From an optimization exercise on the open Yosys and OpenROAD flow, aimed at small area, a short achievable clock period and few clock cycles; shortcuts taken in it are not production practice.
RTL that was checked went through simulation tests only; none was proved equivalent to the original.
Only the layout flow was run in runs 2 and 3; the RTL was not checked for function there.
Power is estimated from default activity; no workload was simulated.

==> config.mk <==
export PLATFORM = sky130hd
export DESIGN_NAME = mycpu
export DESIGN_NICKNAME = mycpu
export VERILOG_FILES = /design/flow/design.v
export SDC_FILE = /design/flow/constraint.sdc
export NUM_CORES = 4
export LEC_CHECK = 0
export CAP_MARGIN = 20
export CORE_MARGIN = 2
export CORE_UTILIZATION = 50
export CTS_CLUSTER_DIAMETER = 100
export CTS_CLUSTER_SIZE = 25
export PLACE_DENSITY = 0.75
export SLEW_MARGIN = 20
==> constraint.sdc <==
create_clock -name core_clock -period 12.0 [get_ports {clk}]
set_input_delay 2.4000 -clock core_clock [delete_from_list [all_inputs] [get_ports {clk}]]
set_output_delay 2.4000 -clock core_clock [all_outputs]
set_load 0.01 [all_outputs]
==> design.v <==
module mycpu
  (
   input  logic        clk,
   input  logic        rst_n,
   output logic [15:0] a_out,
   input  logic [15:0] d_in,
   output logic [15:0] d_out,
   input  logic [15:0] io_in,
   output logic        wen_out,
   output logic        iom_out
   );
   function automatic logic [15:0] add16(input logic [15:0] a, input logic [15:0] b,
                                         input logic ci);
      logic [15:0] g, p, gg, pp, gn, pn;
      g = a & b;
      p = a ^ b;
      gg = g; pp = p;
      for (int d = 1; d < 16; d = d * 2) begin
         gn = gg; pn = pp;
         for (int i = d; i < 16; i++) begin
            gn[i] = gg[i] | (pp[i] & gg[i-d]);
            pn[i] = pp[i] & pp[i-d];
         end
         gg = gn; pp = pn;
      end
      add16[0] = p[0] ^ ci;
      for (int i = 1; i < 16; i++)
        add16[i] = p[i] ^ (gg[i-1] | (pp[i-1] & ci));
   endfunction
   function automatic logic [19:0] add20(input logic [19:0] a, input logic [19:0] b,
                                         input logic ci);
      logic [19:0] g, p, gg, pp, gn, pn;
      g = a & b;
      p = a ^ b;
      gg = g; pp = p;
      for (int d = 1; d < 20; d = d * 2) begin
         gn = gg; pn = pp;
         for (int i = d; i < 20; i++) begin
            gn[i] = gg[i] | (pp[i] & gg[i-d]);
            pn[i] = pp[i] & pp[i-d];
         end
         gg = gn; pp = pn;
      end
      add20[0] = p[0] ^ ci;
      for (int i = 1; i < 20; i++)
        add20[i] = p[i] ^ (gg[i-1] | (pp[i-1] & ci));
   endfunction
   function automatic logic [2:0] benc(input logic [2:0] b);
      benc[2] = b[1] ^ b[0];
      benc[1] = (b[2] & ~b[1] & ~b[0]) | (~b[2] & b[1] & b[0]);
      benc[0] = b[2];
   endfunction
   function automatic logic [16:0] brow(input logic [2:0] c, input logic [15:0] a);
      brow = ({17{c[2]}} & {a[15], a} | {17{c[1]}} & {a, 1'b0}) ^ {17{c[0]}};
   endfunction
   logic [15:0] pc;                  
   logic [15:0] ar;                  
   logic        started;             
   logic        halted;
   logic        d_valid;
   logic [15:0] d_ir;
   logic [2:0]  d_ra;                
   logic        d_ldi, d_breg, d_bimm, d_bones;
   logic        d_brc;               
   logic        e_valid;
   logic        e_bus;               
   logic        e_wr;                
   logic        e_io;                
   logic        e_add, e_log, e_shr, e_shl, e_mul, e_cin, e_binv, e_fill;
   logic [3:0]  e_lt;                
   logic        e_we, e_ld, e_ior, e_br, e_cond, e_hal;
   logic [2:0]  e_dr;
   logic [2:0]  e_sh;                
   logic [15:0] oa, ob;              
   logic [15:0] dout;                
   logic [15:0] ms;                  
   logic        mfirst;              
   logic [5:0]  bc;                  
   logic [2:0]  mk;                  
   logic        mshort;              
   logic [7:0][15:0] rf;
   wire [6:0] op = d_ir[15:9];
   wire [2:0] f_dr = d_ir[8:6];
   wire [2:0] f_sb = d_ir[2:0];
   wire o_inc = op == 7'b0000001, o_add = op == 7'b0000010,
        o_mul  = op == 7'b0000011, o_sra = op == 7'b0000100, o_sub = op == 7'b0000101,
        o_dec  = op == 7'b0000110, o_sla = op == 7'b0000111, o_and = op == 7'b0001000,
        o_or   = op == 7'b0001001, o_xor = op == 7'b0001010, o_not = op == 7'b0001011,
        o_shr  = op == 7'b0001101, o_shl = op == 7'b0001110,
        o_ldi  = op == 7'b1001100, o_adi = op == 7'b1000010,
        o_ld   = op == 7'b0010000, o_st  = op == 7'b0100000, o_ior = op == 7'b0010001,
        o_iow  = op == 7'b0100001, o_brz = op == 7'b1100000, o_brn = op == 7'b1100001,
        o_jmp  = op == 7'b1110000;
   wire c_log = (op[6:4] == 3'b000 && (op[3] || op[2:0] == 3'b000) &&
                 !o_shr && !o_shl) || o_ldi;
   wire c_add = o_inc | o_add | o_sub | o_dec | o_adi;
   wire c_shr = o_sra | o_shr;
   wire c_shl = o_sla | o_shl;
   wire c_we  = c_add | c_log | c_shr | c_shl | o_mul | o_ld | o_ior;
   wire c_bus = o_ld | o_st | o_ior | o_iow;
   wire c_hal = !(c_we | o_st | o_iow | o_brz | o_brn | o_jmp);
   wire [3:0] lt = o_and ? 4'b1000 : o_or ? 4'b1110 : o_xor ? 4'b0110 :
                   o_not ? 4'b0011 : 4'b1100;
   wire [6:0] n_op   = d_in[15:9];
   wire       n_swap = n_op == 7'b0001100 || n_op == 7'b0001101 || n_op == 7'b0001110;
   wire       n_breg = n_op == 7'b0000010 || n_op == 7'b0000101 || n_op == 7'b0001000 ||
                       n_op == 7'b0001001 || n_op == 7'b0001010 || n_op == 7'b0000011 ||
                       n_op == 7'b0100000 || n_op == 7'b0100001;
   wire       n_bimm = n_op == 7'b1000010 || n_op == 7'b0000100 || n_op == 7'b0000111;
   wire mul_busy = e_valid && e_mul && !(mshort ? mk == 3'd1 : mk == 3'd4);
   wire e_taken  = e_valid && e_br && e_cond;
   wire e_halt   = e_valid && e_hal;
   wire e_inb    = e_valid && (e_ld || e_ior);    
   wire [15:0] sum = add16(oa, ob ^ {16{e_binv}}, e_cin);
   wire [15:0] lgc = ({16{e_lt[3]}} & oa & ob) | ({16{e_lt[2]}} & oa & ~ob) |
                     ({16{e_lt[1]}} & ~oa & ob) | ({16{e_lt[0]}} & ~oa & ~ob);
   wire        fill = e_fill & oa[15];
   wire [15:0] shr1 = {fill, oa[15:1]};
   wire [15:0] shr2 = e_sh[0] ? {fill, shr1[15:1]} : shr1;
   wire [15:0] shr3 = e_sh[1] ? {{2{fill}}, shr2[15:2]} : shr2;
   wire [15:0] shr  = e_sh[2] ? {{4{fill}}, shr3[15:4]} : shr3;
   wire [15:0] shl1 = {oa[14:0], 1'b0};
   wire [15:0] shl2 = e_sh[0] ? {shl1[14:0], 1'b0} : shl1;
   wire [15:0] shl3 = e_sh[1] ? {shl2[13:0], 2'b0} : shl2;
   wire [15:0] shl  = e_sh[2] ? {shl3[11:0], 4'b0} : shl3;
   wire        mok  = mshort ? (ms[15:11] == {5{ms[11]}}) : (ms == {16{ob[15]}});
   wire [15:0] mval = mshort ? {ms[11:0], ob[15:12]} : ob;
   wire [15:0] mres = mok ? mval : (ms[15] ? 16'h8000 : 16'h7fff);
   wire [15:0] alu  = ({16{e_add}} & sum) | ({16{e_log}} & lgc) | ({16{e_shr}} & shr) |
                      ({16{e_shl}} & shl) | ({16{e_mul}} & mres);
   wire [16:0] r0  = brow(bc[2:0], oa);
   wire [16:0] r1  = brow(bc[5:3], oa);
   wire [15:0] msv = ms & {16{!mfirst}};
   wire [19:0] x0  = {{4{msv[15]}}, msv};
   wire [19:0] x1  = {{3{r0[16]}}, r0};
   wire [19:0] x2  = {{1{r1[16]}}, r1, {2{bc[3]}}};
   wire [19:0] cs_s = x0 ^ x1 ^ x2;
   wire [19:0] cs_c = (x0 & x1) | (x0 & x2) | (x1 & x2);
   wire [19:0] mt  = add20(cs_s, {cs_c[18:0], bc[3]}, bc[0]);
   wire we = e_valid && e_we && !mul_busy && !e_inb;
   wire [15:0] wd0 = alu & {16{started}};
   wire [15:0] rd_a = rf[d_ra];
   wire [15:0] rd_b = rf[f_sb];
   wire fwd   = e_valid && e_we && !mul_busy && !e_inb;
   wire fwd_a = fwd && e_dr == d_ra;
   wire fwd_b = fwd && e_dr == f_sb;
   wire [6:0]  offm = {f_dr[2], f_dr, f_sb} - 7'd1;
   wire [15:0] op_a = d_ldi ? {13'b0, f_sb} : d_brc ? pc : fwd_a ? alu : rd_a;
   wire [15:0] op_b = d_breg ? (fwd_b ? alu : rd_b) :
                      d_bimm ? {13'b0, f_sb} : d_brc ? {{9{offm[6]}}, offm} : {16{d_bones}};
   wire ra_zero = rd_a == 16'h0;
   wire ra_neg  = fwd_a ? alu[15] : rd_a[15];
   wire mul_wait = (o_mul && fwd_b) || (o_brz && fwd_a);
   wire e_stop = e_taken || e_halt || halted;
   wire adv    = d_valid && !mul_busy && !(e_valid && e_bus) && !e_stop && !mul_wait;
   wire fetch  = !mul_busy && !(e_valid && e_bus) && !e_stop && (adv || !d_valid);
   wire [15:0] pc_next = e_taken ? sum : fetch ? pc + 16'd1 : pc;
   assign a_out   = ar;
   assign d_out   = dout;
   assign wen_out = !e_wr;
   assign iom_out = e_io;
   always_ff @(posedge clk or negedge rst_n)
     if (!rst_n) begin
        pc      <= 16'h0;
        ar      <= 16'h0;
        started <= 1'b0;
        halted  <= 1'b0;
        d_valid <= 1'b0;
        e_valid <= 1'b0;
        e_bus   <= 1'b0;
        e_wr    <= 1'b0;
        e_io    <= 1'b0;
        mk      <= 3'd0;
     end else begin
        started <= 1'b1;
        if (e_halt) halted <= 1'b1;
        pc <= pc_next;
        ar <= (adv && c_bus) ? op_a : pc_next;
        if (e_stop) d_valid <= 1'b0;
        else if (fetch) d_valid <= 1'b1;
        else if (adv) d_valid <= 1'b0;
        if (!mul_busy) e_valid <= adv || e_inb;
        e_bus <= adv && c_bus;
        e_wr  <= adv && (o_st || o_iow);
        e_io  <= adv && (o_ior || o_iow);    
        if (mul_busy) mk <= mk + 3'd1;
        else mk <= 3'd0;
     end
   always_ff @(posedge clk) begin
      if (fetch) begin
         d_ir    <= d_in;
         d_ra    <= n_swap ? d_in[2:0] : d_in[5:3];
         d_ldi   <= n_op == 7'b1001100;
         d_breg  <= n_breg;
         d_bimm  <= n_bimm;
         d_bones <= n_op == 7'b0000110;
         d_brc   <= n_op == 7'b1100000 || n_op == 7'b1100001;
      end
      dout <= op_b;
      ms   <= mt[19:4];
      mfirst <= !mul_busy;
      if (e_inb) begin
         e_add  <= 1'b0;
         e_log  <= 1'b1;
         e_shr  <= 1'b0;
         e_shl  <= 1'b0;
         e_mul  <= 1'b0;
         e_lt   <= 4'b1100;
         e_ld   <= 1'b0;
         e_ior  <= 1'b0;
         e_br   <= 1'b0;
         e_hal  <= 1'b0;
         oa     <= e_ior ? io_in : d_in;
         bc     <= {benc(rd_b[3:1]), benc({rd_b[1:0], 1'b0})};
      end else if (!mul_busy) begin
         e_add  <= c_add || o_brz || o_brn || o_jmp;
         e_log  <= c_log;
         e_shr  <= c_shr;
         e_shl  <= c_shl;
         e_mul  <= o_mul;
         e_cin  <= o_inc | o_sub;
         e_binv <= o_sub;
         e_fill <= o_sra;
         e_lt   <= lt;
         e_we   <= c_we;
         e_ld   <= o_ld;
         e_ior  <= o_ior;
         e_br   <= o_brz || o_brn || o_jmp;
         e_cond <= o_jmp || (o_brz && ra_zero) || (o_brn && ra_neg);
         e_hal  <= c_hal;
         e_dr   <= f_dr;
         e_sh   <= (o_sra || o_sla) ? f_sb : 3'd0;
         oa     <= op_a;
         ob     <= op_b;
         bc     <= {benc(rd_b[3:1]), benc({rd_b[1:0], 1'b0})};
         mshort <= rd_b[15:3] == {13{rd_b[3]}};
      end else begin
         ob <= {mt[3:0], ob[15:4]};
         bc <= {benc(ob[7:5]), benc(ob[5:3])};
      end
      for (int i = 0; i < 8; i++)
        if (!started || (we && e_dr == i)) rf[i] <= wd0;
   end
endmodule
==> flow/run.sh <==
#!/bin/bash
# Standard layout; port buffers are buf_2 cells and repair_timing aims for extra setup slack.
set -euo pipefail
bash standard.sh "BUFFER_PORTS_ARGS=-buffer_cell sky130_fd_sc_hd__buf_2" SETUP_SLACK_MARGIN=8.5 finish > standard.log 2>&1
==> standard.sh <==
#!/bin/bash
# synth_recipe.tcl (not shown) runs the flow's synth.tcl, then flattens the netlist and writes it again
# the make line also repeats each setting of config.mk as NAME=value (left out here)
make -C /OpenROAD-flow-scripts/flow DESIGN_CONFIG=/design/flow/config.mk WORK_HOME=/design/flow/orfs CLKGATE_MAP_FILE= SYNTH_SCRIPT=/design/flow/synth_recipe.tcl "${@:-finish}"
==> flow_summary.toml, run 1 <==
[finish]
nets = 1752
finish.instance_area_um2 = 20400
areaGrowthSynthToFinish_pct = 13.1
fillCellCount = 2875
drive_gt1_frac = 0.252

[global_routing]
grt_overflow_total = 0
antenna_found_initial = 1
grt_pass1_wl_um = 83700
grt_pass1_vias = 13700
grt_max_degree = 43
grt_util_all_layers = 0.291

[synthesis]
synthTopCellsByArea = "edfxtp_1 32%, mux4_2 11%, dfrtp_1 5.8%"
synth_top_area_frac = 0.322
syn_inst = 1604
yosysTopAreaCell = "edfxtp_1"
synthDistinctLibCells = 82
yosys.cell_count.top_type = "edfxtp_1"
ys_warn_count = 1
syn-num-nets = 1701
syn_area_um2 = 18000
ys_top_cells_by_count = "193 x edfxtp_1, 134 x nand2_1, 92 x clkbuf_1"
ys_seq_elements = 287
synth-edff-count = 193
yosysSeqAreaShare = 0.438
avgSynthCellArea_um2 = 11.2
synth-async-reset-ratio = 0.146
synth_flop_cell = "edfxtp_1"

[sta]
worstMarginPinSlew_ns = 1.19
hold_viol = 0
timing.setup.tns_ns = 0
drv_slew = 0
relSlewSlack = 0.206
min_period_over_period = 0.300
max_freq_ghz = 0.278
finClkSkew_ns = 0.0265
finalSetupViolCount = 0
layout_min_cycle_time_ns = 3.60
rsz0062_at_grt = "true"
fin_ws_ns = 8.40

[floorplanning]
fp.coreArea_um2 = 35500
fp.dieW_um = 194
boundaryPins = 68
dieArea_um2 = 37500
die_h_um = 194
row_count = 69
initial_utilization = 0.507

[detailed_routing]
first_iter_violations = 1771
remaining_drc_errors = 0
totalWireLength_um = 55900
antenna_left = 0
vias_per_cell = 6.68
drt_pass1_iterations = 6
via_count = 14200
wl_per_cell_um = 26.3

[pwr]
swShare = 0.347
irDropWorstVdd_uv = 177
pwr_density_cell_nw_per_um2 = 141
internal_power_uw = 1880
power_frac_seq = 0.461
p_sw_uw = 995
p_comb_frac = 0.324
clkPwrFrac = 0.215
p_leak_uw = 0.00779

[clocking]
cts_tree = "built"
cts-root-buf = "clkbuf_16"
cts_made_buffers = 16
clkLatencyLatePin_ns = 0.53
cts_hold_buf = 0
clock_sink_count = 287
ctsHtreeMaxLevel = 1
clk_pin_slew_ns = 0.10
clockBufferDepth = 3

[place]
place_area_um2 = 18600
dp_slack_ns = 7.30
gp_congestion = 1.01
place_hpwl_um = 38800
numPortBuffers = 67

[setup_path]
cp-start-kind = "flop"
path_max_fanout = 4
end_kind = "flop"
arrival_ns = 4.00
cp.required_ns = 12.40
path_class = "reg -> reg"

[job]
cap_viol_max_count = 0

[worst_hold_path]
hold_class = "reg -> reg"

[status]
outcome = "no timing/DRC/antenna violations"
## layer usage
layer | vias up | global-route usage | share of wire
met3 | 172 | 0.0482 | 0.095
met5 | - | 0 | 0
li1 | 6153 | - | -
met1 | 7044 | 0.384 | 0.38
met2 | 831 | 0.478 | 0.48
met4 | 0 | 0.119 | 0.052
## cell families (layout without fill, tap and decap cells)
| group | Yosys count | in the layout | share of synthesized area |
|---|---|---|---|
| simple gates | 438 | 438 | 0.120 |
| compound gates | 353 | 353 | 0.132 |
| flops | 287 | 287 | 0.438 |
| mux | 188 | 188 | 0.167 |
| buf+inv | 162 | 223 | 0.0361 |
| xor+xnor | 112 | 112 | 0.0545 |
| fa+ha+maj | 63 | 63 | 0.0521 |
| other cells | 1 | 2 | 0.000208 |
## final cells by class
| class | instances | area [um2] | share of cell area |
|---|---|---|---|
| sequential | 287 | 7910 | 0.388 |
| clock buffer | 25 | 475 | 0.0234 |
| tap | 461 | 577 | 0.0283 |
| clock inverter | 3 | 41.3 | 0.00203 |
| multi-input combinational | 1155 | 10200 | 0.499 |
| antenna | 1 | 2.50 | 0.000123 |
| inverter | 41 | 166 | 0.00817 |
| timing repair buffer | 154 | 1030 | 0.0506 |
## worst max-delay path: stages (launching register included)
cell	delay (ns)
edfxtp_1	0.53
buf_6	0.18
a22oi_2	0.18
xnor2_2	0.10
fa_1	0.54
ha_4	0.31
and3_4	0.20
nand4_1	0.20
a211oi_4	0.41
a221oi_4	0.13
o31ai_4	0.31
or3_4	0.19
a31oi_4	0.08
xnor2_1	0.13
## state kept, by name (all words and copies together) (netlist names), 6 cells and up
name  cells
rf      128
ar       16
dout     16
ms       16
oa       16
ob       16
pc       16
d_ir     13
bc        6
## per-stage QoR
step / hold slack [ns] / utilization / total power [uW] / cells
floorplan: 0.426 / - / 1820 / 1604
global placement: 0.469 / 0.525 / 2060 / 2035
detailed placement: 0.484 / 0.525 / 2080 / 2035
CTS: 0.500 / 0.552 / 2730 / 2100
global route: 0.517 / 0.574 / 2990 / 2126
finish: 0.505 / 0.574 / 2870 / 2127
## layout by cell type (no fill, tap or decap), drive strengths merged, types with 22 or more instances in the layout
| cell type | count |
|---|---|
| o21ai | 79 |
| xor2 | 38 |
| buf | 154 |
| xnor2 | 74 |
| mux2 | 22 |
| dfrtp | 42 |
| mux4 | 88 |
| clkbuf | 25 |
| ha | 43 |
| inv | 40 |
| nand2 | 135 |
| mux2i | 78 |
| a21oi | 72 |
| dfxtp | 52 |
| nor2b | 37 |
| a22oi | 41 |
| edfxtp | 193 |
| nor2 | 86 |
| nand3 | 41 |
## worst paths after layout
check | startpoint | endpoint | slack, ns | cells past startpoint
max | oa[3]$_DFFE_PP_ | ms[15]$_DFF_P_ | 8.40 | 13
min | halted$_DFFE_PN0P_ | halted$_DFFE_PN0P_ | 0.51 | 1
max reg2reg | oa[3]$_DFFE_PP_ | ms[15]$_DFF_P_ | 8.40 | 13
min reg2reg | halted$_DFFE_PN0P_ | halted$_DFFE_PN0P_ | 0.51 | 1
max in group asynchronous | rst_n | mk[0]$_DFF_PN0_ | 9.71 | 1
min in group asynchronous | rst_n | ar[7]$_DFF_PN0_ | 1.87 | 1
## power by group through the flow
| stage | clock (uW) | combinational, uW | sequential, uW |
|---|---|---|---|
| 2_1_floorplan | 0 | 570 | 1250 |
| 3_3_place_gp | 0 | 720 | 1340 |
| 3_5_place_dp | 0 | 734 | 1340 |
| 4_1_cts | 624 | 796 | 1310 |
| 5_1_grt | 655 | 1000 | 1330 |
| 6_report | 617 | 930 | 1320 |
## what timing repair did
item                       CTS  global route
gates resized for setup     44           108
pin swaps                   11            68
buffers inserted            37            26
cloned                       0             0
setup endpoints to repair  184           138
Testbench counts, summed over its fixed seeds: cycles 261,871.
==> run 2: changes to the inputs <==
--- a/design.v
+++ b/design.v
@@ -73,8 +73,6 @@
    logic [2:0]  e_sh;                
    logic [15:0] oa, ob;              
    logic [15:0] dout;                
-   logic [15:0] ms;                  
-   logic        mfirst;              
    logic [5:0]  bc;                  
    logic [2:0]  mk;                  
    logic        mshort;              
@@ -123,6 +121,7 @@
    wire [15:0] shl2 = e_sh[0] ? {shl1[14:0], 1'b0} : shl1;
    wire [15:0] shl3 = e_sh[1] ? {shl2[13:0], 2'b0} : shl2;
    wire [15:0] shl  = e_sh[2] ? {shl3[11:0], 4'b0} : shl3;
+   wire [15:0] ms   = dout;
    wire        mok  = mshort ? (ms[15:11] == {5{ms[11]}}) : (ms == {16{ob[15]}});
    wire [15:0] mval = mshort ? {ms[11:0], ob[15:12]} : ob;
    wire [15:0] mres = mok ? mval : (ms[15] ? 16'h8000 : 16'h7fff);
@@ -130,8 +129,7 @@
                       ({16{e_shl}} & shl) | ({16{e_mul}} & mres);
    wire [16:0] r0  = brow(bc[2:0], oa);
    wire [16:0] r1  = brow(bc[5:3], oa);
-   wire [15:0] msv = ms & {16{!mfirst}};
-   wire [19:0] x0  = {{4{msv[15]}}, msv};
+   wire [19:0] x0  = {{4{ms[15]}}, ms};
    wire [19:0] x1  = {{3{r0[16]}}, r0};
    wire [19:0] x2  = {{1{r1[16]}}, r1, {2{bc[3]}}};
    wire [19:0] cs_s = x0 ^ x1 ^ x2;
@@ -196,9 +194,8 @@
          d_bones <= n_op == 7'b0000110;
          d_brc   <= n_op == 7'b1100000 || n_op == 7'b1100001;
       end
-      dout <= op_b;
-      ms   <= mt[19:4];
-      mfirst <= !mul_busy;
+      if (mul_busy) dout <= mt[19:4];
+      else dout <= op_b & {16{!o_mul}};
       if (e_inb) begin
          e_add  <= 1'b0;
          e_log  <= 1'b1;
@@ -211,7 +208,6 @@
          e_br   <= 1'b0;
          e_hal  <= 1'b0;
          oa     <= e_ior ? io_in : d_in;
-         bc     <= {benc(rd_b[3:1]), benc({rd_b[1:0], 1'b0})};
       end else if (!mul_busy) begin
          e_add  <= c_add || o_brz || o_brn || o_jmp;
          e_log  <= c_log;
--- a/config.mk
+++ b/config.mk
@@ -7,8 +7,5 @@
 export LEC_CHECK = 0
 export CAP_MARGIN = 20
 export CORE_MARGIN = 2
-export CORE_UTILIZATION = 50
-export CTS_CLUSTER_DIAMETER = 100
-export CTS_CLUSTER_SIZE = 25
-export PLACE_DENSITY = 0.75
+export CORE_UTILIZATION = 40
 export SLEW_MARGIN = 20
==> run 2 against run 1 <==
Cell count increased by 12%. Total power increased by 20%. Count of clock-buffer cells in the layout increased by 21. First-iteration DRC count increased by 14%. Largest power group is now combinational cells. Fmax decreased by 0.96%. Critical path type is now reg -> out. Clock skew decreased by 0.0045 ns. Combinational power increased by 49%. Critical path depth decreased by 11. Flip-flop and latch count decreased by 17.
==> flow_summary.toml, run 2 <==
[worst_hold_path]
whs_endpoint = "e_hal$_SDFFE_PP0N_"
hold_class = "reg -> reg"
hold_start = "e_hal$_SDFFE_PP0N_"
holdPathStages = 2

[synthesis]
syn_inst = 1669
ys_top_cells_by_count = "199 x edfxtp_1, 118 x nand2_1, 104 x clkbuf_1, 104 x mux4_2, 102 x nor2_1"
synth_top_family_by_area = "multiplexers"
ys_warn_count = 1
synth_xor_area_frac = 0.0507
synth-edff-count = 199
synthTopCellsByArea = "edfxtp_1 33%, mux4_2 13%, dfrtp_1 5.7%"
syn-num-nets = 1766
synth_top_area_frac = 0.326
synth_compound_gate_area_share = 0.152
synth-async-reset-ratio = 0.156
synth_fa_ha_area_frac = 0.0512
synthDistinctLibCells = 79
synth_flop_cell = "edfxtp_1"
ys_seq_elements = 270
synth-simple-area-share = 0.120
yosys.cell_count.top_type = "edfxtp_1"
synth_mux_area_frac = 0.169
yosysTopAreaCell = "edfxtp_1"
syn_area_um2 = 18300
yosysSeqAreaShare = 0.415
avgSynthCellArea_um2 = 11.0

[pwr]
pwr_density_cell_nw_per_um2 = 159
irDropWorstVdd_uv = 148
p_leak_uw = 0.00838

[clocking]
cts-root-buf = "clkbuf_16"
clk_pin_slew_ns = 0.06
clkLatencyLatePin_ns = 0.58
ctsHtreeMaxLevel = 1
clockBufferDepth = 3
clock_sink_count = 270
cts_made_buffers = 29
cts_tree = "built"
cts_hold_buf = 0

[job]
cap_viol_max_count = 0

[sta]
relSlewSlack = 0.307
worstMarginPinSlew_ns = 1.01
finClkSkew_ns = 0.0221
timing.setup.tns_ns = 0
hold_viol = 0
drv_slew = 0
finalSetupViolCount = 0
rsz0062_at_grt = "true"
max_freq_ghz = 0.275
min_period_over_period = 0.303
layout_min_cycle_time_ns = 3.63

[setup_path]
critical_path.top_delay_family = "flip-flops"
r2r_cells = 15
path_class = "reg -> out"
arrival_ns = 1.23
path_max_fanout = 1
startpoint = "e_wr$_DFF_PN0_"
crit_path_top_delay_cell = "dfrtp_1"
end_kind = "output pin"
crit_path_cell_trace = "inv_1 > buf_2"
path_buf_inv = 2
r2r_end = "dout[12]$_DFF_P_"
cp.required_ns = 9.60
max_stage_delay_ns = 0.45
r2r_start = "bc[1]$_DFFE_PN_"
r2r_setup_slack_ns = 8.44
cp-start-kind = "flop"

[finish]
regMostFlops = "rf"
final_util = 0.481
final_cell_mix = "199 x edfxtp_1, 116 x nand2_1, 104 x mux4_2, 103 x buf_4, 101 x nor2_1"
largest_reg_flops = 128
nets = 1858
drive_gt1_frac = 0.275
areaGrowthSynthToFinish_pct = 18.8
diodes = 0
mostFrequentLayoutCell = "edfxtp_1"

[global_routing]
grt_overflow_total = 0
grt_max_degree = 44
antenna_found_initial = 0
grt_util_all_layers = 0.272
grt_pass1_wl_um = 95400
grt_pass1_vias = 14300

[floorplanning]
dieArea_um2 = 47500
boundaryPins = 68
die_h_um = 218
fp.dieW_um = 218
fp.coreArea_um2 = 45300
initial_utilization = 0.405
row_count = 78

[place]
place_hpwl_um = 45200
gp_congestion = 1.02
numPortBuffers = 67

[detailed_routing]
first_iter_violations = 2016
drt_pass1_iterations = 8
remaining_drc_errors = 0
wl_per_cell_um = 27.6
antenna_left = 0
via_count = 15200
vias_per_cell = 6.37
totalWireLength_um = 65800

[status]
outcome = "no timing/DRC/antenna violations"
-- run 2: cell families after synthesis --
kind of cell    after synthesis
compound gates              409
buf+inv                     195
xor+xnor                    106
simple gates                448
fa+ha+maj                    63
flops                       270
mux                         177
other cells                   1
-- run 2: cell type report --
| class | instances | area [um2] |
|---|---|---|
| clock buffer | 46 | 851 |
| clock inverter | 8 | 70.1 |
| fill | 4122 | 23500 |
| inverter | 66 | 258 |
| multi-input combinational | 1205 | 10700 |
| sequential | 270 | 7660 |
| tap | 600 | 751 |
| timing repair buffer | 189 | 1510 |
-- run 2: worst max path at each step --
stage                                   to  slack (ns)  cells past startpoint
after global routing      dout[12]$_DFF_P_        8.31                     15
after floorplan           dout[14]$_DFF_P_        8.46                     14
after CTS                          wen_out        8.38                      2
after global placement    ar[13]$_DFF_PN0_        7.21                     11
after detailed placement  ar[13]$_DFF_PN0_        7.10                     11
final                              wen_out        8.37                      2
-- run 2: where the power goes --
group	internal, uW	switching (uW)
clock	491	382
sequential	1090	93.2
combinational	603	792
total	2190	1270
-- run 2: repair_timing --
action                                  in CTS  in global routing
endpoints found under the setup margin     287                139
pin swaps                                   11                 32
buffers inserted                            84                 13
resized for setup                           89                 88
cloned                                       0                  1
-- run 2: stage by stage --
step	worst slack [ns]	instance area, um2	total power, uW	hold slack, ns	cells
after CTS	8.38	21200	3300	0.471	2370
after global placement	7.21	19100	2270	0.461	2230
after global routing	8.31	21800	3600	0.489	2384
after detailed placement	7.10	19200	2280	0.456	2232
final	8.37	21800	3450	0.474	2384
after floorplan	8.46	18300	1930	0.420	1669
-- run 2: worst min-delay path: stages, from the launching register on --
cell,delay [ns]
dfxtp_1,0.33
nand2_1,0.05
o41ai_1,0.06
-- run 2: per-layer routing --
metal,wire [um],track usage,part of all wire
met1,26800,0.386,0.41
met2,29500,0.421,0.45
met3,6920,0.0502,0.11
met4,2540,0.0873,0.039
met5,0,0,0
==> run 3: changes to the inputs <==
--- a/design.v
+++ b/design.v
@@ -62,6 +62,7 @@
    logic [2:0]  d_ra;                
    logic        d_ldi, d_breg, d_bimm, d_bones;
    logic        d_brc;               
+   logic        d_mulop;             
    logic        e_valid;
    logic        e_bus;               
    logic        e_wr;                
@@ -73,6 +74,8 @@
    logic [2:0]  e_sh;                
    logic [15:0] oa, ob;              
    logic [15:0] dout;                
+   logic [15:0] ms;                  
+   logic        mfirst;              
    logic [5:0]  bc;                  
    logic [2:0]  mk;                  
    logic        mshort;              
@@ -121,7 +124,6 @@
    wire [15:0] shl2 = e_sh[0] ? {shl1[14:0], 1'b0} : shl1;
    wire [15:0] shl3 = e_sh[1] ? {shl2[13:0], 2'b0} : shl2;
    wire [15:0] shl  = e_sh[2] ? {shl3[11:0], 4'b0} : shl3;
-   wire [15:0] ms   = dout;
    wire        mok  = mshort ? (ms[15:11] == {5{ms[11]}}) : (ms == {16{ob[15]}});
    wire [15:0] mval = mshort ? {ms[11:0], ob[15:12]} : ob;
    wire [15:0] mres = mok ? mval : (ms[15] ? 16'h8000 : 16'h7fff);
@@ -129,13 +131,15 @@
                       ({16{e_shl}} & shl) | ({16{e_mul}} & mres);
    wire [16:0] r0  = brow(bc[2:0], oa);
    wire [16:0] r1  = brow(bc[5:3], oa);
-   wire [19:0] x0  = {{4{ms[15]}}, ms};
+   wire [15:0] msv = ms & {16{!mfirst}};
+   wire [19:0] x0  = {{4{msv[15]}}, msv};
    wire [19:0] x1  = {{3{r0[16]}}, r0};
    wire [19:0] x2  = {{1{r1[16]}}, r1, {2{bc[3]}}};
    wire [19:0] cs_s = x0 ^ x1 ^ x2;
    wire [19:0] cs_c = (x0 & x1) | (x0 & x2) | (x1 & x2);
    wire [19:0] mt  = add20(cs_s, {cs_c[18:0], bc[3]}, bc[0]);
    wire we = e_valid && e_we && !mul_busy && !e_inb;
+   wire ld_e = !mul_busy && !e_inb;      
    wire [15:0] wd0 = alu & {16{started}};
    wire [15:0] rd_a = rf[d_ra];
    wire [15:0] rd_b = rf[f_sb];
@@ -193,46 +197,33 @@
          d_bimm  <= n_bimm;
          d_bones <= n_op == 7'b0000110;
          d_brc   <= n_op == 7'b1100000 || n_op == 7'b1100001;
-      end
-      if (mul_busy) dout <= mt[19:4];
-      else dout <= op_b & {16{!o_mul}};
-      if (e_inb) begin
-         e_add  <= 1'b0;
-         e_log  <= 1'b1;
-         e_shr  <= 1'b0;
-         e_shl  <= 1'b0;
-         e_mul  <= 1'b0;
-         e_lt   <= 4'b1100;
-         e_ld   <= 1'b0;
-         e_ior  <= 1'b0;
-         e_br   <= 1'b0;
-         e_hal  <= 1'b0;
-         oa     <= e_ior ? io_in : d_in;
-      end else if (!mul_busy) begin
-         e_add  <= c_add || o_brz || o_brn || o_jmp;
-         e_log  <= c_log;
-         e_shr  <= c_shr;
-         e_shl  <= c_shl;
-         e_mul  <= o_mul;
-         e_cin  <= o_inc | o_sub;
-         e_binv <= o_sub;
-         e_fill <= o_sra;
-         e_lt   <= lt;
-         e_we   <= c_we;
-         e_ld   <= o_ld;
-         e_ior  <= o_ior;
-         e_br   <= o_brz || o_brn || o_jmp;
-         e_cond <= o_jmp || (o_brz && ra_zero) || (o_brn && ra_neg);
-         e_hal  <= c_hal;
-         e_dr   <= f_dr;
-         e_sh   <= (o_sra || o_sla) ? f_sb : 3'd0;
-         oa     <= op_a;
-         ob     <= op_b;
-         bc     <= {benc(rd_b[3:1]), benc({rd_b[1:0], 1'b0})};
+         d_mulop <= n_op == 7'b0000011;
+      end
+      dout <= mul_busy ? oa : d_mulop ? op_a : op_b;
+      ms   <= mt[19:4];
+      mfirst <= !mul_busy;
+      e_cin  <= o_inc | o_sub;
+      e_binv <= o_sub;
+      e_fill <= o_sra;
+      e_sh   <= (o_sra || o_sla) ? f_sb : 3'd0;
+      e_lt   <= e_inb ? 4'b1100 : lt;
+      e_add  <= ld_e && (c_add || o_brz || o_brn || o_jmp);
+      e_log  <= e_inb || (ld_e && c_log);
+      e_shr  <= ld_e && c_shr;
+      e_shl  <= ld_e && c_shl;
+      e_br   <= ld_e && (o_brz || o_brn || o_jmp);
+      e_cond <= o_jmp || (o_brz && ra_zero) || (o_brn && ra_neg);
+      e_hal  <= ld_e && c_hal;
+      e_ld   <= ld_e && o_ld;
+      e_ior  <= ld_e && o_ior;
+      bc     <= mul_busy ? {benc(ob[7:5]), benc(ob[5:3])} : {benc(rd_b[3:1]), benc({rd_b[1:0], 1'b0})};
+      ob     <= mul_busy ? {mt[3:0], ob[15:4]} : op_b;
+      oa     <= e_inb ? (e_ior ? io_in : d_in) : mul_busy ? dout : op_a;
+      if (!mul_busy) begin
+         e_mul  <= ld_e && o_mul;
+         e_we   <= e_inb || c_we;
+         if (!e_inb) e_dr <= f_dr;
          mshort <= rd_b[15:3] == {13{rd_b[3]}};
-      end else begin
-         ob <= {mt[3:0], ob[15:4]};
-         bc <= {benc(ob[7:5]), benc(ob[5:3])};
       end
       for (int i = 0; i < 8; i++)
         if (!started || (we && e_dr == i)) rf[i] <= wd0;
--- a/config.mk
+++ b/config.mk
@@ -8,4 +8,6 @@
 export CAP_MARGIN = 20
 export CORE_MARGIN = 2
 export CORE_UTILIZATION = 40
+export CTS_CLUSTER_DIAMETER = 100
+export CTS_CLUSTER_SIZE = 25
 export SLEW_MARGIN = 20
==> run 3 against run 2 <==
Largest power group is now sequential cells. Critical path type is now reg -> reg. Count of clock-buffer cells in the layout is 23 lower. Register-to-register slack hardly changed. Critical path depth is 10 higher. Cell area is 4.9% lower. Flip-flop and latch count is 18 higher. Critical endpoint is now dout[13]$_DFF_P_. Clock skew is 0.036 ns higher. Via count is 3.8% lower.
==> flow_summary.toml, run 3 <==
[synthesis]
yosysSeqAreaShare = 0.410
syn_inst = 1691
synth_fa_ha_area_frac = 0.0511
yosys.cell_count.top_type = "edfxtp_1"
synth_xor_area_frac = 0.0462
synthTopCellsByArea = "edfxtp_1 25%, mux4_2 12%, dfxtp_1 9.8%"
synth_top_family_by_area = "multiplexers"
synth_mux_area_frac = 0.176
synth_flop_cell = "edfxtp_1"
syn_area_um2 = 18400
synthDistinctLibCells = 84
yosysTopAreaCell = "edfxtp_1"
syn-num-nets = 1788
synth-edff-count = 156
ys_warn_count = 1
synth-simple-area-share = 0.127
synth-async-reset-ratio = 0.146
ys_seq_elements = 288
avgSynthCellArea_um2 = 10.9
synth_compound_gate_area_share = 0.150
synth_top_area_frac = 0.255
ys_top_cells_by_count = "156 x edfxtp_1, 131 x nand2_1, 120 x nor2_1"

[finish]
largest_reg_flops = 128
final_cell_mix = "156 x edfxtp_1, 130 x nand2_1, 119 x nor2_1, 102 x mux4_2, 83 x a21oi_1"
regMostFlops = "rf"
mostFrequentLayoutCell = "edfxtp_1"
nets = 1802
areaGrowthSynthToFinish_pct = 12.6
drive_gt1_frac = 0.242

[sta]
whs_ns = 0.465
layout_min_cycle_time_ns = 3.56
fin_ws_ns = 8.44
min_period_over_period = 0.297
timing.setup.tns_ns = 0
finalSetupViolCount = 0
max_freq_ghz = 0.281
hold_viol = 0
worstMarginPinSlew_ns = 1.26
finClkSkew_ns = 0.0581
rsz0062_at_grt = "true"
drv_slew = 0
relSlewSlack = 0.155

[place]
place_hpwl_um = 43900
numPortBuffers = 67
gp_congestion = 0.985
dp_slack_ns = 7.13

[setup_path]
max_stage_delay_ns = 0.46
path_class = "reg -> reg"
path_buf_inv = 1
path_max_fanout = 4
arrival_ns = 4.02
critical_path.top_delay_family = "compound AO/OA/AOI/OAI gates"
cp-start-kind = "flop"
cp.required_ns = 12.46
end_kind = "flop"
crit_path_top_delay_cell = "a2111o_1"
crit_path_cell_trace = "xor2_2 > ha_1 > a21o_1 > a21o_1 > a2111o_1 > a2111o_1 > a31oi_2 > xnor2_2 > buf_4 > a2111oi_4 > o21ai_2 > o221a_2"

[detailed_routing]
wl_met3_um = 5190
wl_per_cell_um = 26.8
remaining_drc_errors = 0
totalWireLength_um = 62100
antenna_left = 0
drt-met1-wl_um = 25600
via_count = 14600
drt_pass1_iterations = 5
vias_per_cell = 6.31
dr_wl_met2_um = 28100
first_iter_violations = 1605
route.top_layer_used = "met4"

[pwr]
irDropWorstVdd_uv = 127
p_leak_uw = 0.00783
pwr_density_cell_nw_per_um2 = 142
p_total_uw = 2940

[clocking]
cts_hold_buf = 0
cts_made_buffers = 17
clkLatencyLatePin_ns = 0.56
clk_pin_slew_ns = 0.11
cts_tree = "built"
clockBufferDepth = 3
cts-root-buf = "clkbuf_16"
clock_sink_count = 288
ctsHtreeMaxLevel = 1

[job]
cap_viol_max_count = 0

[global_routing]
grt_pass1_vias = 13900
grt_util_all_layers = 0.256
antenna_found_initial = 1
grt_overflow_total = 0
grt_pass1_wl_um = 90700
grt_max_degree = 63

[floorplanning]
initial_utilization = 0.405
dieArea_um2 = 47700
boundaryPins = 68
fp.coreArea_um2 = 45400
row_count = 78
die_h_um = 218
fp.dieW_um = 218

[status]
outcome = "no timing/DRC/antenna violations"

[worst_hold_path]
hold_class = "reg -> reg"
[run 3: metrics by stage]
step                       util  area (um2)  instances
after floorplan               -       18400       1691
after global placement    0.421       19100       2251
after detailed placement  0.422       19100       2251
after CTS                 0.444       20200       2301
after global routing      0.456       20700       2316
final                     0.456       20700       2317
[run 3: kinds of logic (layout without fill, tap and decap cells)]
family,Yosys count,in the layout
simple gates,480,481
xor+xnor,97,97
compound gates,404,404
mux,192,192
buf+inv,166,190
other cells,1,2
fa+ha+maj,63,63
flops,288,288
[run 3: cell type report]
cell class | instances | area [um2]
multi-input combinational | 1238 | 10700
antenna | 1 | 2.50
clock inverter | 7 | 133
inverter | 34 | 130
tap | 600 | 751
sequential | 288 | 7620
clock buffer | 23 | 448
fill | 4209 | 24700
timing repair buffer | 126 | 932
[run 3: worst register-to-register path, delay by kind of cell (launching register included)]
family | cells | cell delay, ns
DFF | 1 | 0.41
xor gates and xnor gates | 2 | 0.33
buffers and inverters | 1 | 0.16
AOI/OAI and AO/OA | 8 | 2.31
adders and majority gates | 1 | 0.28
[run 3: repair_timing]
item | 4_1_cts | 5_1_grt
resized for setup | 83 | 75
gates cloned | 1 | 1
endpoints found under the setup margin | 294 | 134
pin swaps | 18 | 26
endpoints found under the hold margin | 0 | 0
buffers inserted | 19 | 13
[run 3: power by group]
| part | total (uW) | switching (uW) | internal (uW) |
|---|---|---|---|
| clock | 686 | 364 | 321 |
| sequential | 1320 | 166 | 1160 |
| combinational | 932 | 509 | 423 |
| total | 2940 | 1040 | 1900 |
[run 3: layer usage]
layer | global-route usage | vias up
li1 | - | 6431
met3 | 0.0360 | 135
met5 | 0 | -
met1 | 0.357 | 7291
met2 | 0.392 | 752
met4 | 0.122 | 0
[run 3: path summary, 6_finish.rpt]
check                               from                 end  slack [ns]  cells past startpoint
setup / recovery           ob[0]$_DFF_P_    dout[13]$_DFF_P_        8.44                     12
hold / removal             e_hal$_DFF_P_  halted$_DFFE_PN0P_        0.47                      1
setup reg to reg           ob[0]$_DFF_P_    dout[13]$_DFF_P_        8.44                     12
hold reg to reg            e_hal$_DFF_P_  halted$_DFFE_PN0P_        0.47                      1
max in group asynchronous          rst_n    ar[15]$_DFF_PN0_        9.75                      1
min in group asynchronous          rst_n     pc[4]$_DFF_PN0_        1.84                      1
==> run 4: changes to the inputs <==
--- a/design.v
+++ b/design.v
@@ -62,7 +62,6 @@
    logic [2:0]  d_ra;                
    logic        d_ldi, d_breg, d_bimm, d_bones;
    logic        d_brc;               
-   logic        d_mulop;             
    logic        e_valid;
    logic        e_bus;               
    logic        e_wr;                
@@ -197,9 +196,8 @@
          d_bimm  <= n_bimm;
          d_bones <= n_op == 7'b0000110;
          d_brc   <= n_op == 7'b1100000 || n_op == 7'b1100001;
-         d_mulop <= n_op == 7'b0000011;
-      end
-      dout <= mul_busy ? oa : d_mulop ? op_a : op_b;
+      end
+      dout <= op_b;
       ms   <= mt[19:4];
       mfirst <= !mul_busy;
       e_cin  <= o_inc | o_sub;
@@ -218,7 +216,8 @@
       e_ior  <= ld_e && o_ior;
       bc     <= mul_busy ? {benc(ob[7:5]), benc(ob[5:3])} : {benc(rd_b[3:1]), benc({rd_b[1:0], 1'b0})};
       ob     <= mul_busy ? {mt[3:0], ob[15:4]} : op_b;
-      oa     <= e_inb ? (e_ior ? io_in : d_in) : mul_busy ? dout : op_a;
+      if (e_inb) oa <= e_ior ? io_in : d_in;
+      else if (!mul_busy) oa <= op_a;
       if (!mul_busy) begin
          e_mul  <= ld_e && o_mul;
          e_we   <= e_inb || c_we;
==> run 4 against run 3 <==
Still clean. Sequential share of layout area grew 1.3 points. Fmax rose by 0.76%. Clock power fell by 4.8%. Sequential power is essentially flat. Cell area is 2.3% lower.
==> flow_summary.toml, run 4 <==
[setup_path]
critical_path.top_delay_family = "flip-flops"
crit_path_cell_trace = "buf_2"
crit_path_top_delay_cell = "dfrtp_1"
path_buf_inv = 1
path_class = "reg -> out"
arrival_ns = 1.13
cp.required_ns = 9.60
cp-start-kind = "flop"
path_max_fanout = 1
end_kind = "output pin"
max_stage_delay_ns = 0.43

[sta]
timing.setup.tns_ns = 0
hold_viol = 0
whs_ns = 0.497
min_period_over_period = 0.295
drv_slew = 0
max_freq_ghz = 0.283
finalSetupViolCount = 0
finClkSkew_ns = 0.0336
rsz0062_at_grt = "true"
worstMarginPinSlew_ns = 1.08
relSlewSlack = 0.276
layout_min_cycle_time_ns = 3.53

[floorplanning]
initial_utilization = 0.403
row_count = 78
fp.coreArea_um2 = 45200
fp.dieW_um = 217
die_h_um = 217
boundaryPins = 68
dieArea_um2 = 47300

[detailed_routing]
first_iter_violations = 1578
vias_per_cell = 6.21
remaining_drc_errors = 0
wl_per_cell_um = 26.1
via_count = 14000
drt_pass1_iterations = 6
totalWireLength_um = 58700
antenna_left = 0

[synthesis]
yosys.cell_count.top_type = "edfxtp_1"
syn-num-nets = 1697
syn_inst = 1600
synth_flop_cell = "edfxtp_1"
synthTopCellsByArea = "edfxtp_1 28%, mux4_2 11%, dfxtp_1 8.1%"
yosysTopAreaCell = "edfxtp_1"
synth_top_area_frac = 0.282
ys_seq_elements = 287
synth-async-reset-ratio = 0.146
ys_top_cells_by_count = "171 x edfxtp_1, 110 x nand2_1, 92 x mux4_2"
ys_warn_count = 1
synth-edff-count = 171
synthDistinctLibCells = 93
syn_area_um2 = 18200
avgSynthCellArea_um2 = 11.4
yosysSeqAreaShare = 0.421

[finish]
final_cell_mix = "171 x edfxtp_1, 110 x nand2_1, 92 x mux4_2, 83 x mux2i_1, 81 x nor2_1"
mostFrequentLayoutCell = "edfxtp_1"
diodes = 0
largest_reg_flops = 128
areaGrowthSynthToFinish_pct = 10.9
fillCellCount = 4218
regMostFlops = "rf"
nets = 1737
drive_gt1_frac = 0.228

[worst_hold_path]
hold_class = "reg -> reg"

[clocking]
ctsHtreeMaxLevel = 1
clock_sink_count = 287
clk_pin_slew_ns = 0.11
cts_made_buffers = 17
cts-root-buf = "clkbuf_16"
clockBufferDepth = 3
cts_tree = "built"
clkLatencyLatePin_ns = 0.55
cts_hold_buf = 0

[place]
gp_congestion = 0.923
numPortBuffers = 67
place_hpwl_um = 42200

[status]
outcome = "no timing/DRC/antenna violations"

[pwr]
pwr_density_cell_nw_per_um2 = 143
irDropWorstVdd_uv = 158
p_leak_uw = 0.00765

[global_routing]
grt_pass1_vias = 13400
grt_pass1_wl_um = 86700
antenna_found_initial = 0
grt_max_degree = 43
grt_overflow_total = 0
grt_util_all_layers = 0.245

[job]
cap_viol_max_count = 0
[run 4: worst paths after layout]
path                                            end               start  slack [ns]  cells past startpoint
worst min-delay path             halted$_DFFE_PN0P_  halted$_DFFE_PN0P_        0.50                      1
worst max-delay path                      a_out[12]    ar[12]$_DFF_PN0_        8.47                      1
min in group asynchronous           pc[7]$_DFF_PN0_               rst_n        2.00                      1
max in group asynchronous       d_valid$_DFFE_PN0P_               rst_n        9.39                      1
worst max register to register        ob[2]$_DFF_P_     oa[9]$_DFFE_PP_        8.47                     11
worst min register to register   halted$_DFFE_PN0P_  halted$_DFFE_PN0P_        0.50                      1
[run 4: area by class of cell]
cell class / count / area [um2] / share of cell area
clock inverter: 5 / 86.3 / 0.00427
tap: 600 / 751 / 0.0371
timing repair buffer: 141 / 970 / 0.0480
sequential: 287 / 7700 / 0.381
inverter: 35 / 131 / 0.00650
clock buffer: 25 / 455 / 0.0225
multi-input combinational: 1158 / 10100 / 0.501
[run 4: cells by family (layout without fill, tap and decap cells)]
| group | Yosys count | in the layout | synth area share |
|---|---|---|---|
| xor+xnor | 114 | 114 | 0.0552 |
| other cells | 1 | 1 | 0.000206 |
| buf+inv | 155 | 206 | 0.0360 |
| compound gates | 352 | 352 | 0.136 |
| simple gates | 417 | 417 | 0.118 |
| flops | 287 | 287 | 0.421 |
| mux | 211 | 211 | 0.182 |
| fa+ha+maj | 63 | 63 | 0.0515 |
[run 4: metal layers]
| layer | track usage | part of all wire | vias up |
|---|---|---|---|
| met3 | 0.0370 | 0.081 | 114 |
| met5 | 0 | 0 | - |
| met1 | 0.342 | 0.42 | 7007 |
| met4 | 0.0820 | 0.038 | 0 |
| li1 | - | - | 6171 |
| met2 | 0.389 | 0.46 | 679 |
[run 4: timing repair]
item                                    4_1_cts  5_1_grt
resized for setup                            20       32
pin swaps                                     1        5
endpoints found under the setup margin      265      102
setup buffers                                29       17
[run 4: through the flow]
stage / total power, uW / setup WS (ns) / area [um2] / cells / utilization
after detailed placement: 2170 / 7.68 / 19100 / 2175 / 0.422
after floorplan: 1890 / 8.51 / 18200 / 1600 / -
after CTS: 2850 / 8.42 / 19900 / 2234 / 0.441
after global routing: 3010 / 8.45 / 20200 / 2251 / 0.447
after global placement: 2160 / 7.85 / 19100 / 2175 / 0.422
final: 2880 / 8.47 / 20200 / 2251 / 0.447
[run 4: report_power, final]
group | switching (uW) | internal, uW
sequential | 148 | 1160
combinational | 512 | 407
clock | 370 | 283
Testbench counts of run 4, summed over its fixed seeds: cycles 261,871.
==> run 5: changes to the inputs <==
--- a/config.mk
+++ b/config.mk
@@ -8,6 +8,6 @@
 export CAP_MARGIN = 20
 export CORE_MARGIN = 2
 export CORE_UTILIZATION = 40
-export CTS_CLUSTER_DIAMETER = 100
-export CTS_CLUSTER_SIZE = 25
+export CTS_CLUSTER_DIAMETER = 90
+export CTS_CLUSTER_SIZE = 30
 export SLEW_MARGIN = 20
==> run 5 against run 4 <==
Still clean on timing, DRC and antenna. Synthesized area unchanged. Die area stayed put. Via count shrank 0.10%. Wire length grew 0.39%. Clock skew is 0.036 ns higher. Global-route usage is essentially flat. Cell area is 0.71% higher. Clock power rose by 11%. Setup slack got worse by 0.027 ns. Total power is 2.3% higher. Count of clock-buffer cells in the layout fell by 4. First-iteration DRC count shrank 8.1%. Critical endpoint is now a_out[6]. Largest power group unchanged.
==> flow_summary.toml, run 5 <==
[status]
outcome = "no timing/DRC/antenna violations"

[job]
cap_viol_max_count = 0

[place]
gp_congestion = 0.923
numPortBuffers = 67
place_hpwl_um = 42200
place_area_um2 = 19100

[setup_path]
path_class = "reg -> out"
crit_path_cell_trace = "buf_6"
end_kind = "output pin"
critical_path.top_delay_family = "flip-flops"
max_stage_delay_ns = 0.43
cp-start-kind = "flop"
r2r_start = "oa[5]$_DFFE_PP_"
arrival_ns = 1.16
r2r_end = "ms[15]$_DFF_P_"
path_buf_inv = 1
cp.required_ns = 9.60
crit_path_top_delay_cell = "dfrtp_1"
path_max_fanout = 1
r2r_cells = 11
r2r_setup_slack_ns = 8.54

[sta]
layout_min_cycle_time_ns = 3.56
min_period_over_period = 0.297
max_freq_ghz = 0.281
finClkSkew_ns = 0.0694
timing.setup.tns_ns = 0
worstMarginPinSlew_ns = 1.03
drv_slew = 0
whs_ns = 0.497
finalSetupViolCount = 0
rsz0062_at_grt = "true"
relSlewSlack = 0.317
hold_viol = 0

[clocking]
ctsHtreeMaxLevel = 1
cts-root-buf = "clkbuf_16"
clkLatencyLatePin_ns = 0.59
cts_hold_buf = 0
cts_made_buffers = 18
clockBufferDepth = 3
clock_sink_count = 287
cts_tree = "built"
clk_pin_slew_ns = 0.11

[pwr]
internal_power_uw = 1890
p_total_uw = 2950
power_frac_seq = 0.444
clkPwrFrac = 0.245
p_leak_uw = 0.00771
irDropWorstVdd_uv = 154
swShare = 0.360
pwr_density_cell_nw_per_um2 = 145
p_comb_frac = 0.311
p_sw_uw = 1060

[floorplanning]
boundaryPins = 68
dieArea_um2 = 47300
fp.coreArea_um2 = 45200
die_h_um = 217
fp.dieW_um = 217
initial_utilization = 0.403
row_count = 78

[finish]
final_cell_mix = "171 x edfxtp_1, 110 x nand2_1, 92 x mux4_2, 83 x mux2i_1, 81 x nor2_1"
areaGrowthSynthToFinish_pct = 11.7
diodes = 0
final_util = 0.450
mostFrequentLayoutCell = "edfxtp_1"
finish.instance_area_um2 = 20400
regMostFlops = "rf"
nets = 1738
largest_reg_flops = 128
drive_gt1_frac = 0.236

[synthesis]
syn-num-nets = 1697
synth_top_area_frac = 0.282
syn_area_um2 = 18200
yosys.cell_count.top_type = "edfxtp_1"
syn_inst = 1600
ys_top_cells_by_count = "171 x edfxtp_1, 110 x nand2_1, 92 x mux4_2"
ys_warn_count = 1
avgSynthCellArea_um2 = 11.4
yosysSeqAreaShare = 0.421
ys_seq_elements = 287
synthDistinctLibCells = 93
yosysTopAreaCell = "edfxtp_1"
synthTopCellsByArea = "edfxtp_1 28%, mux4_2 11%, dfxtp_1 8.1%"
synth_flop_cell = "edfxtp_1"
synth-edff-count = 171
synth-async-reset-ratio = 0.146

[worst_hold_path]
whs_endpoint = "halted$_DFFE_PN0P_"
hold_start = "halted$_DFFE_PN0P_"
holdPathStages = 1
hold_class = "reg -> reg"

[detailed_routing]
totalWireLength_um = 58900
remaining_drc_errors = 0
antenna_left = 0
via_count = 14000
wl_per_cell_um = 26.1
first_iter_violations = 1450
drt_pass1_iterations = 6
vias_per_cell = 6.19

[global_routing]
grt_pass1_vias = 13400
grt_max_degree = 43
grt_overflow_total = 0
grt_util_all_layers = 0.245
grt_pass1_wl_um = 86700
antenna_found_initial = 0
[run 5: cell counts after synthesis]
No cell type changed its count.
[run 5: what timing repair did]
| item | 4_1_cts | 5_1_grt |
|---|---|---|
| gates resized for setup | 26 | 33 |
| setup endpoints to repair | 269 | 122 |
| buffers inserted | 30 | 16 |
| hold endpoints to repair | 0 | 0 |
| pin swaps | 2 | 5 |
[run 5: metal layers]
metal	wire, um	up-vias	GRT usage
li1	-	6171	-
met3	4860	117	0.0403
met4	2440	0	0.0865
met2	27000	642	0.388
met1	24600	7027	0.339
met5	0	-	0
[run 5: worst max path at each step]
stage,startpoint,endpoint,slack [ns],cells past startpoint
after floorplan,d_in[10],d_ra[0]$_DFFE_PP_,8.51,3
after global placement,e_binv$_DFF_P_,dout[14]$_DFF_P_,7.85,10
after detailed placement,e_binv$_DFF_P_,dout[14]$_DFF_P_,7.68,10
after CTS,ar[6]$_DFF_PN0_,a_out[6],8.41,1
after global routing,ar[6]$_DFF_PN0_,a_out[6],8.41,1
final,ar[6]$_DFF_PN0_,a_out[6],8.44,1
[run 5: final cells by class]
cell class / instances / area, um2
Multi-Input combinational cell: 1158 / 10200
Clock inverter: 11 / 166
Inverter: 35 / 131
Tap cell: 600 / 751
Timing Repair Buffer: 141 / 961
Fill cell: 4190 / 24800
Clock buffer: 21 / 493
Sequential cell: 287 / 7700
[run 5: per-stage QoR]
| stage | setup WS [ns] | cells |
|---|---|---|
| after floorplan | 8.51 | 1600 |
| after global placement | 7.85 | 2175 |
| after detailed placement | 7.68 | 2175 |
| after CTS | 8.41 | 2237 |
| after global routing | 8.41 | 2253 |
| final | 8.44 | 2253 |
[run 5: cells by family after synthesis]
| family | Yosys count | synth area share |
|---|---|---|
| AO/OA/AOI/OAI | 352 | 0.136 |
| flip-flops | 287 | 0.421 |
| buffers and inverters | 155 | 0.0360 |
| AND/OR/NAND/NOR | 417 | 0.118 |
| other | 1 | 0.000206 |
| multiplexers | 211 | 0.182 |
| adder cells (fa/ha/maj) | 63 | 0.0515 |
| XOR/XNOR | 114 | 0.0552 |
[run 5: power groups by stage]
stage / combinational, uW / sequential (uW) / clock (uW)
finish: 915 / 1310 / 723
detailed placement: 830 / 1340 / 0
global placement: 823 / 1340 / 0
global route: 990 / 1320 / 770
CTS: 879 / 1300 / 738
floorplan: 641 / 1250 / 0
==> run 6: changes to the inputs <==
==> flow/run.sh (replaced) <==
#!/bin/bash
# Standard layout; port buffers are buf_2 cells and repair_timing aims for extra setup slack.
set -euo pipefail
bash standard.sh "BUFFER_PORTS_ARGS=-buffer_cell sky130_fd_sc_hd__buf_2" SETUP_SLACK_MARGIN=8.8 finish > standard.log 2>&1
--- a/config.mk
+++ b/config.mk
@@ -8,6 +8,6 @@
 export CAP_MARGIN = 20
 export CORE_MARGIN = 2
 export CORE_UTILIZATION = 40
-export CTS_CLUSTER_DIAMETER = 90
-export CTS_CLUSTER_SIZE = 30
+export CTS_CLUSTER_DIAMETER = 100
+export CTS_CLUSTER_SIZE = 25
 export SLEW_MARGIN = 20
==> run 6 against run 5 <==
Synthesized cell count did not move. Wire length increased by 3.5%. First-iteration DRC count increased by 14%. Cell count grew 2.8%. Largest cell class unchanged. Hold slack better by 0.014 ns. Highest routed layer unchanged. Sequential share of layout area is 2.0 points lower. Cell area increased by 5.9%. Via count increased by 2.5%. Setup slack improved by 0.025 ns. Still clean.
==> flow_summary.toml, run 6 <==
[status]
outcome = "no timing/DRC/antenna violations"

[pwr]
p_sw_uw = 1100
swShare = 0.359
p_total_uw = 3070
irDropWorstVdd_uv = 131
clkPwrFrac = 0.216
p_comb_frac = 0.358
internal_power_uw = 1970
p_leak_uw = 0.00815
power_frac_seq = 0.427
pwr_density_cell_nw_per_um2 = 142

[setup_path]
path_max_fanout = 1
cp-start-kind = "flop"
cp.required_ns = 9.60
crit_path_top_delay_cell = "dfrtp_1"
crit_path_cell_trace = "buf_2"
r2r_start = "oa[10]$_DFFE_PP_"
r2r_cells = 12
end_kind = "output pin"
r2r_setup_slack_ns = 8.67
path_class = "reg -> out"
arrival_ns = 1.14
max_stage_delay_ns = 0.44
path_buf_inv = 1
critical_path.top_delay_family = "flip-flops"
r2r_end = "ms[15]$_DFF_P_"

[job]
cap_viol_max_count = 0

[worst_hold_path]
hold_class = "reg -> reg"
holdPathStages = 1
whs_endpoint = "halted$_DFFE_PN0P_"
hold_start = "halted$_DFFE_PN0P_"

[place]
gp_congestion = 0.919
place_hpwl_um = 42400
numPortBuffers = 67
dp_slack_ns = 7.68

[synthesis]
ys_warn_count = 1
synthDistinctLibCells = 93
ys_top_cells_by_count = "171 x edfxtp_1, 110 x nand2_1, 92 x mux4_2"
synth_top_area_frac = 0.282
synth-edff-count = 171
synth_flop_cell = "edfxtp_1"
avgSynthCellArea_um2 = 11.4
syn-num-nets = 1697
syn_inst = 1600
synthTopCellsByArea = "edfxtp_1 28%, mux4_2 11%, dfxtp_1 8.1%"
syn_area_um2 = 18200
yosysSeqAreaShare = 0.421
yosys.cell_count.top_type = "edfxtp_1"
synth-async-reset-ratio = 0.146
ys_seq_elements = 287
yosysTopAreaCell = "edfxtp_1"

[sta]
timing.setup.tns_ns = 0
finClkSkew_ns = 0.0413
fin_ws_ns = 8.46
hold_viol = 0
layout_min_cycle_time_ns = 3.54
min_period_over_period = 0.295
whs_ns = 0.512
max_freq_ghz = 0.283
finalSetupViolCount = 0
rsz0062_at_grt = "true"
relSlewSlack = 0.312
worstMarginPinSlew_ns = 1.03
drv_slew = 0

[clocking]
clkLatencyLatePin_ns = 0.55
cts-root-buf = "clkbuf_16"
clockBufferDepth = 3
cts_tree = "built"
ctsHtreeMaxLevel = 1
clock_sink_count = 287
cts_made_buffers = 17
clk_pin_slew_ns = 0.10
cts_hold_buf = 0

[global_routing]
grt_pass1_vias = 13600
grt_pass1_wl_um = 89000
grt_overflow_total = 0
grt_util_all_layers = 0.252
grt_max_degree = 43
antenna_found_initial = 1

[finish]
drive_gt1_frac = 0.316
fillCellCount = 4071
final_cell_mix = "171 x edfxtp_1, 116 x buf_4, 109 x nand2_1, 92 x mux4_2, 82 x mux2i_1"
areaGrowthSynthToFinish_pct = 18.3
nets = 1800
mostFrequentLayoutCell = "edfxtp_1"
regMostFlops = "rf"
largest_reg_flops = 128

[detailed_routing]
vias_per_cell = 6.18
first_iter_violations = 1649
remaining_drc_errors = 0
wl_per_cell_um = 26.3
drt_pass1_iterations = 6
totalWireLength_um = 60900
antenna_left = 0
via_count = 14300

[floorplanning]
dieArea_um2 = 47300
boundaryPins = 68
initial_utilization = 0.403
fp.coreArea_um2 = 45200
row_count = 78
die_h_um = 217
fp.dieW_um = 217
==> run 6: cell counts after synthesis <==
No cell type changed its count.
==> run 6: kinds of logic (layout without fill, tap and decap cells) <==
group / count (synthesis) / count (layout) / synth area share
xor gates and xnor gates: 114 / 114 / 0.0552
AOI/OAI and AO/OA: 352 / 352 / 0.136
muxes: 211 / 211 / 0.182
and+or+nand+nor: 417 / 417 / 0.118
buffers and inverters: 155 / 269 / 0.0360
adders and majority gates: 63 / 63 / 0.0515
other: 1 / 3 / 0.000206
DFF: 287 / 287 / 0.421
==> run 6: worst max path at each step <==
stage | slack, ns | endpoint | cells after the start | from
detailed placement | 7.68 | oa[15]$_DFFE_PP_ | 9 | e_binv$_DFF_P_
finish | 8.46 | a_out[15] | 1 | ar[15]$_DFF_PN0_
global route | 8.43 | a_out[14] | 1 | ar[14]$_DFF_PN0_
CTS | 8.44 | a_out[15] | 1 | ar[15]$_DFF_PN0_
global placement | 7.80 | oa[15]$_DFFE_PP_ | 10 | e_binv$_DFF_P_
floorplan | 8.54 | d_ra[0]$_DFFE_PP_ | 3 | d_in[10]
==> run 6: what timing repair did <==
item / 4_1_cts / 5_1_grt
pin swaps: 29 / 58
gates resized for setup: 139 / 90
cloned: 0 / 0
setup buffers: 72 / 38
endpoints found under the setup margin: 313 / 181
==> run 6: routing by layer <==
| metal | global-route usage | up-vias | wire length [um] |
|---|---|---|---|
| met3 | 0.0392 | 115 | 4900 |
| met2 | 0.405 | 688 | 28300 |
| met5 | 0 | - | 0 |
| li1 | - | 6295 | - |
| met1 | 0.352 | 7208 | 25500 |
| met4 | 0.0756 | 0 | 2230 |
==> run 6: worst reg2reg max path: stages, from the launching register on <==
cell	delay, ns
edfxtp_1	0.46
buf_6	0.17
a22oi_2	0.24
xnor2_2	0.11
fa_1	0.61
ha_4	0.22
buf_4	0.15
nand4_1	0.12
nor2_2	0.07
a221o_1	0.36
a221o_1	0.38
a31oi_2	0.20
xnor2_1	0.14
==> run 6: cell type report <==
type | instances | area [um2] | share of cell area
sequential | 287 | 7720 | 0.358
antenna | 2 | 5.00 | 0.000232
inverter | 35 | 134 | 0.00621
tap | 600 | 751 | 0.0348
multi-input combinational | 1158 | 10800 | 0.503
clock buffer | 25 | 477 | 0.0221
timing repair buffer | 204 | 1550 | 0.0719
clock inverter | 5 | 72.6 | 0.00337
==> run 6: per-stage QoR <==
stage	instances	utilization	cell area (um2)
after floorplan	1600	-	18300
after global placement	2174	0.422	19100
after detailed placement	2174	0.422	19100
after CTS	2276	0.460	20800
after global routing	2314	0.477	21600
final	2316	0.477	21600
==> run 6: power by group through the flow <==
stage / Clock [uW] / Sequential, uW / Combinational (uW)
detailed placement: 0 / 1340 / 840
finish: 662 / 1310 / 1100
global route: 711 / 1320 / 1180
CTS: 680 / 1300 / 974
global placement: 0 / 1340 / 830
floorplan: 0 / 1250 / 647

## afterwards: timing with drivers on the ports
The results above use ideal ports. As a check the final layouts listed here were re-extracted and re-timed, cells and wires unchanged.
Step 1 (the two cells are an assumption about what drives the block):
set clk [get_ports {clk}]
set_driving_cell -lib_cell sky130_fd_sc_hd__clkbuf_16 $clk
set_driving_cell -lib_cell sky130_fd_sc_hd__buf_2 [delete_from_list [all_inputs] $clk]
Step 2 also shifts input and output timing later by t, the mid clock arrival at the registers, as if the neighbouring blocks saw the same clock.
Three values: no drivers, after step 1, after step 2; two values: the first two.
run	t (ns)	setup slack, ns	latest minus earliest clock arrival (ns)	slew at the worst register clock pin (ns)	pins driven straight from the clock port
run 1	0.564	8.402 / 8.402 / 8.298	0.027 / 0.026	0.11 / 0.11	1
run 2	0.625	8.367 / 8.315 / 8.303	0.022 / 0.022	0.07 / 0.07	1
run 3	0.586	8.439 / 8.439 / 8.322	0.058 / 0.058	0.11 / 0.11	1
run 4	0.593	8.466 / 8.407 / 8.246	0.033 / 0.033	0.11 / 0.11	1
run 5	0.611	8.438 / 8.381 / 8.333	0.069 / 0.070	0.12 / 0.12	1
run 6	0.591	8.463 / 8.406 / 8.310	0.041 / 0.041	0.11 / 0.11	1
After both steps setup and hold are still met in every run listed. The setup slack of run 4, which loses most, moves by -0.059 ns with the drivers and by -0.220 ns with both steps.
